Background: an optimization exercise with open tools, aiming at small area and a short achievable clock period. Do not read the settings as production practice.
Where RTL was checked, it was by simulation tests only, not by an equivalence proof against the original.
No activity file was given, so power comes from the tool's default toggle rates.

==> xenon: inputs <==
## if_layer
module if_layer
(
    input clk,
    input rst,
    input [7:0] spike_in,
    output [1:0] spike_out,
    input [27:0] mem_addr,
    input [31:0] mem_din,
    input mem_wen,
    output [31:0] mem_dout
);
wire        acc_ok = (mem_addr[9:3] == 7'd0);       
wire [2:0]  acc_a  = mem_addr[2:0];
wire        sel1   = (mem_addr[27:10] == 18'd1);
wire        sel0   = (mem_addr[27:10] == 18'd0);
reg  [1:0]  clr;
wire [31:0] rd0, rd1;
wire n0_wsel = mem_wen & acc_ok & sel0;
reg [31:0] n0_w0;
reg [31:0] n0_w1;
reg [31:0] n0_w2;
reg [31:0] n0_w3;
reg [31:0] n0_w4;
reg [31:0] n0_w5;
reg [31:0] n0_w6;
reg [31:0] n0_w7;
reg [31:0] n0_rdata;
always @(posedge clk) begin
    if (n0_wsel && acc_a == 3'd0) n0_w0 <= mem_din;
    if (n0_wsel && acc_a == 3'd1) n0_w1 <= mem_din;
    if (n0_wsel && acc_a == 3'd2) n0_w2 <= mem_din;
    if (n0_wsel && acc_a == 3'd3) n0_w3 <= mem_din;
    if (n0_wsel && acc_a == 3'd4) n0_w4 <= mem_din;
    if (n0_wsel && acc_a == 3'd5) n0_w5 <= mem_din;
    if (n0_wsel && acc_a == 3'd6) n0_w6 <= mem_din;
    if (n0_wsel && acc_a == 3'd7) n0_w7 <= mem_din;
    if (acc_ok) case (acc_a)
        3'd0: n0_rdata <= n0_w0;
        3'd1: n0_rdata <= n0_w1;
        3'd2: n0_rdata <= n0_w2;
        3'd3: n0_rdata <= n0_w3;
        3'd4: n0_rdata <= n0_w4;
        3'd5: n0_rdata <= n0_w5;
        3'd6: n0_rdata <= n0_w6;
        3'd7: n0_rdata <= n0_w7;
    endcase
end
assign rd0 = n0_rdata;
  ...
Settings: LEC_CHECK=0, ABC_AREA=1, CAP_MARGIN=20, CORE_MARGIN=2, CORE_UTILIZATION=40, CTS_CLUSTER_DIAMETER=80, CTS_CLUSTER_SIZE=24, PLACE_DENSITY=0.6, SLEW_MARGIN=20; clock period 12.0 ns.
standard.sh (not shown) runs the stock make flow with config.mk's settings and CLKGATE_MAP_FILE= SYNTH_SCRIPT=/design/flow/synth_recipe.tcl, a recipe that flattens the netlist after the stock synthesis.
==> flow/flow/run.sh <==
#!/bin/bash
# Own flow: the standard synthesis and layout (standard.sh), with one
# netlist clean-up in between: flow/polarity.py flips full adders (self-dual)
# and 2-input gates to their complements where that removes inverters. It
# changes no register and no port. repair_timing aims 5.3 ns above the
# (unchanged) 12 ns constraint. Each tool's output goes to a log here.
set -euo pipefail
R=orfs/results/sky130hd/if_layer/base
bash standard.sh synth > synth_standard.log 2>&1
cp $R/1_2_yosys.v 1_2_yosys.standard.v
python3 flow/polarity.py 1_2_yosys.standard.v $R/1_2_yosys.v > polarity.log 2>&1
rm -f $R/1_synth.odb $R/1_synth.sdc
bash standard.sh SETUP_SLACK_MARGIN=5.3 "BUFFER_PORTS_ARGS=-buffer_cell sky130_fd_sc_hd__buf_2" finish > layout_standard.log 2>&1
Other scripts of this flow, unchanged in this note and not shown: flow/flow/polarity.py
==> violet: changes against xenon <==
--- a/flow/design.v
+++ b/flow/design.v
@@ -506,29 +506,34 @@
 wire n0_ts223 = n0_npot[33] ^ n0_tc220 ^ n0_tc221;
 wire n0_tc223 = (n0_npot[33] & n0_tc220) | (n0_tc221 & (n0_npot[33] ^ n0_tc220));
 wire n0_ts224 = n0_npot[34] ^ 1'b0 ^ n0_tc223;
 wire n0_tc224 = (n0_npot[34] & 1'b0) | (n0_tc223 & (n0_npot[34] ^ 1'b0));
 wire n0_ts225 = n0_npot[35] ^ 1'b0 ^ n0_tc224;
 wire n0_tc225 = (n0_npot[35] & 1'b0) | (n0_tc224 & (n0_npot[35] ^ 1'b0));
 wire [37:0] n0_ra = {1'b1, n0_tc225, n0_ts225, n0_ts224, n0_tc222, n0_tc219, n0_tc212, n0_tc205, n0_tc198, n0_tc191, n0_tc184, n0_tc177, n0_tc170, n0_tc163, n0_tc156, n0_tc149, n0_tc142, n0_tc135, n0_tc128, n0_tc121, n0_tc114, n0_tc107, n0_tc100, n0_tc93, n0_tc86, n0_tc79, n0_tc72, n0_tc65, n0_tc58, n0_tc51, n0_tc44, n0_tc37, n0_tc30, n0_tc23, n0_tc16, n0_ts16, n0_ts9, n0_ts3};
 wire [37:0] n0_rb = {1'b1, 1'b1, 1'b1, 1'b1, n0_ts223, n0_ts222, n0_ts219, n0_ts212, n0_ts205, n0_ts198, n0_ts191, n0_ts184, n0_ts177, n0_ts170, n0_ts163, n0_ts156, n0_ts149, n0_ts142, n0_ts135, n0_ts128, n0_ts121, n0_ts114, n0_ts107, n0_ts100, n0_ts93, n0_ts86, n0_ts79, n0_ts72, n0_ts65, n0_ts58, n0_ts51, n0_ts44, n0_ts37, n0_ts30, n0_ts23, 1'b1, 1'b1, 1'b1};
-wire [37:0] n0_lo = ~n0_ra + ~n0_rb;
+wire [37:0] n0_a = ~n0_ra, n0_b = ~n0_rb;
+wire [36:0] n0_lo = n0_a[35:0] + n0_b[35:0];
+wire n0_c36 = n0_lo[36];
+wire [1:0] n0_t0 = n0_a[37:36] + n0_b[37:36];
 wire [27:0] n0_ph = n0_pot[63:36];
 wire [27:0] n0_ones, n0_zeros;   
 assign n0_ones[0] = 1'b1;
 assign n0_zeros[0] = 1'b1;
 genvar n0_g;
 generate for (n0_g = 1; n0_g < 28; n0_g = n0_g + 1) begin : n0_pre
     assign n0_ones[n0_g] = &n0_ph[n0_g-1:0];
     assign n0_zeros[n0_g] = ~|n0_ph[n0_g-1:0];
 end endgenerate
-wire n0_inc = n0_lo[37];
-wire n0_dec = ~n0_lo[37] & ~n0_lo[36];
-wire [27:0] n0_hi = n0_ph ^ (({28{n0_inc}} & n0_ones) | ({28{n0_dec}} & n0_zeros));
+wire [27:0] n0_pinc = n0_ph ^ n0_ones;
+wire [27:0] n0_pdec = n0_ph ^ n0_zeros;
+wire n0_inc = n0_c36 ? (n0_t0 == 2'd1) : (n0_t0 == 2'd2);
+wire n0_dec = ~n0_c36 & (n0_t0 == 2'd0);
+wire [27:0] n0_hi = n0_inc ? n0_pinc : n0_dec ? n0_pdec : n0_ph;
 always @(posedge clk) begin
     if (rst | clr[0]) n0_npot <= ~64'd0;
     else n0_npot <= ~{n0_hi, n0_lo[35:0]};
 end
 assign spike_out[0] = (|n0_pot[63:4]) | (&n0_pot[3:0]);
 wire n1_wsel = mem_wen & acc_ok & sel1;
 reg [31:0] n1_w0;
 reg [31:0] n1_w1;
@@ -1019,29 +1024,34 @@
 wire n1_ts223 = n1_npot[33] ^ n1_tc220 ^ n1_tc221;
 wire n1_tc223 = (n1_npot[33] & n1_tc220) | (n1_tc221 & (n1_npot[33] ^ n1_tc220));
 wire n1_ts224 = n1_npot[34] ^ 1'b0 ^ n1_tc223;
 wire n1_tc224 = (n1_npot[34] & 1'b0) | (n1_tc223 & (n1_npot[34] ^ 1'b0));
 wire n1_ts225 = n1_npot[35] ^ 1'b0 ^ n1_tc224;
 wire n1_tc225 = (n1_npot[35] & 1'b0) | (n1_tc224 & (n1_npot[35] ^ 1'b0));
 wire [37:0] n1_ra = {1'b1, n1_tc225, n1_ts225, n1_ts224, n1_tc222, n1_tc219, n1_tc212, n1_tc205, n1_tc198, n1_tc191, n1_tc184, n1_tc177, n1_tc170, n1_tc163, n1_tc156, n1_tc149, n1_tc142, n1_tc135, n1_tc128, n1_tc121, n1_tc114, n1_tc107, n1_tc100, n1_tc93, n1_tc86, n1_tc79, n1_tc72, n1_tc65, n1_tc58, n1_tc51, n1_tc44, n1_tc37, n1_tc30, n1_tc23, n1_tc16, n1_ts16, n1_ts9, n1_ts3};
 wire [37:0] n1_rb = {1'b1, 1'b1, 1'b1, 1'b1, n1_ts223, n1_ts222, n1_ts219, n1_ts212, n1_ts205, n1_ts198, n1_ts191, n1_ts184, n1_ts177, n1_ts170, n1_ts163, n1_ts156, n1_ts149, n1_ts142, n1_ts135, n1_ts128, n1_ts121, n1_ts114, n1_ts107, n1_ts100, n1_ts93, n1_ts86, n1_ts79, n1_ts72, n1_ts65, n1_ts58, n1_ts51, n1_ts44, n1_ts37, n1_ts30, n1_ts23, 1'b1, 1'b1, 1'b1};
-wire [37:0] n1_lo = ~n1_ra + ~n1_rb;
+wire [37:0] n1_a = ~n1_ra, n1_b = ~n1_rb;
+wire [36:0] n1_lo = n1_a[35:0] + n1_b[35:0];
+wire n1_c36 = n1_lo[36];
+wire [1:0] n1_t0 = n1_a[37:36] + n1_b[37:36];
 wire [27:0] n1_ph = n1_pot[63:36];
 wire [27:0] n1_ones, n1_zeros;   
 assign n1_ones[0] = 1'b1;
 assign n1_zeros[0] = 1'b1;
 genvar n1_g;
 generate for (n1_g = 1; n1_g < 28; n1_g = n1_g + 1) begin : n1_pre
     assign n1_ones[n1_g] = &n1_ph[n1_g-1:0];
     assign n1_zeros[n1_g] = ~|n1_ph[n1_g-1:0];
 end endgenerate
-wire n1_inc = n1_lo[37];
-wire n1_dec = ~n1_lo[37] & ~n1_lo[36];
-wire [27:0] n1_hi = n1_ph ^ (({28{n1_inc}} & n1_ones) | ({28{n1_dec}} & n1_zeros));
+wire [27:0] n1_pinc = n1_ph ^ n1_ones;
+wire [27:0] n1_pdec = n1_ph ^ n1_zeros;
+wire n1_inc = n1_c36 ? (n1_t0 == 2'd1) : (n1_t0 == 2'd2);
+wire n1_dec = ~n1_c36 & (n1_t0 == 2'd0);
+wire [27:0] n1_hi = n1_inc ? n1_pinc : n1_dec ? n1_pdec : n1_ph;
 always @(posedge clk) begin
     if (rst | clr[1]) n1_npot <= ~64'd0;
     else n1_npot <= ~{n1_hi, n1_lo[35:0]};
 end
 assign spike_out[1] = (|n1_pot[63:4]) | (&n1_pot[3:0]);
 always @(posedge clk) begin
     if (rst)
         clr <= 2'b11;
==> flow/flow/run.sh (replaced) <==
#!/bin/bash
# Own flow: the standard synthesis and layout (standard.sh), with one
# netlist clean-up in between: flow/polarity.py flips full adders (self-dual)
# and 2-input gates to their complements where that removes inverters. It
# changes no register and no port. repair_timing aims 5.6 ns above the
# (unchanged) 12 ns constraint. Each tool's output goes to a log here.
set -euo pipefail
R=orfs/results/sky130hd/if_layer/base
bash standard.sh synth > synth_standard.log 2>&1
cp $R/1_2_yosys.v 1_2_yosys.standard.v
python3 flow/polarity.py 1_2_yosys.standard.v $R/1_2_yosys.v > polarity.log 2>&1
rm -f $R/1_synth.odb $R/1_synth.sdc
bash standard.sh SETUP_SLACK_MARGIN=5.6 "BUFFER_PORTS_ARGS=-buffer_cell sky130_fd_sc_hd__buf_2" finish > layout_standard.log 2>&1
==> flow/config.mk (replaced) <==
export PLATFORM = sky130hd
export DESIGN_NAME = if_layer
export DESIGN_NICKNAME = if_layer
export VERILOG_FILES = /design/flow/design.v
export SDC_FILE = /design/flow/constraint.sdc
export NUM_CORES = 4
export LEC_CHECK = 0
export CAP_MARGIN = 20
export CORE_MARGIN = 2
export CORE_UTILIZATION = 40
export CTS_CLUSTER_DIAMETER = 80
export CTS_CLUSTER_SIZE = 24
export PLACE_DENSITY = 0.6
export SLEW_MARGIN = 20
==> results.txt <==
Number of antenna violations at the first check in global routing: xenon 13; violet 9
DP Worst Slack: xenon 3.36 ns; violet 2.35 ns
Reported clock group power: xenon 1.76 mW; violet 1.66 mW
Multi-input gate share of the layout cell area: xenon 43.5%; violet 46.0%
Global-route met3 utilization: xenon 4.66%; violet 4.63%
Combinational share of power: xenon 52.1%; violet 61.9%
Largest net degree at the start of global routing: xenon 65; violet 59
Total half-perimeter wirelength after legalization and detailed placement: xenon 85.4 mm; violet 86.3 mm
Overall fraction of global-route tracks in use: xenon 24.2%; violet 26.0%
Critical path data arrival time: xenon 4.26 ns; violet 7.56 ns
Period utilization: xenon 55.5%; violet 58.5%
Buffers and inverters on the worst path: xenon 3; violet 7
Crit path required time: xenon 9.60 ns; violet 12.54 ns
Utilization of the core after routing: xenon 45.4%; violet 49.8%
Sequential group share of total power: xenon 29.9%; violet 24.6%
Relative slew slack: xenon 31.0%; violet 20.8%
Number of clock buffers inserted by TritonCTS: xenon 45; violet 43
Worst IR drop on VDD: xenon 118 uV; violet 168 uV
Status: xenon complete, no violations; violet complete, no violations
WL met2: xenon 64.3 mm; violet 68.8 mm
Critical Path Fanout Max: xenon 31; violet 16
Antenna Diode Count: xenon 3; violet 4
Cell Area, Synth: xenon 43,500 sq um; violet 43,100 sq um
Function not checked in violet: the RTL went through the layout flow alone.

==> separate check: timing with driven ports <==
In the flow no input, the clock included, has a driving cell. The finished layouts below were timed again as built, in two steps. Step 1 (the two cells are an assumption about what drives the block):
set clk [get_ports {clk}]
set_driving_cell -lib_cell sky130_fd_sc_hd__clkbuf_16 $clk
set_driving_cell -lib_cell sky130_fd_sc_hd__buf_2 [delete_from_list [all_inputs] $clk]
Step 2 also shifts input and output timing later by t, the mid clock arrival at the registers, as if the neighbouring blocks saw the same clock. Three values: ideal ports, drivers, drivers and shift; two values: the first two.
run	t (ns)	setup WS [ns]	worst setup path at the end	slew at the worst register clock pin (ns)
xenon	0.704	5.341 / 5.299 / 4.594	input to register	0.10 / 0.10
violet	0.692	4.980 / 4.634 / 3.943	input to register	0.10 / 0.10
After both steps setup and hold are still met in every run listed. The setup slack of violet, which loses most, moves by -0.346 ns with the drivers and by -1.037 ns with both steps.
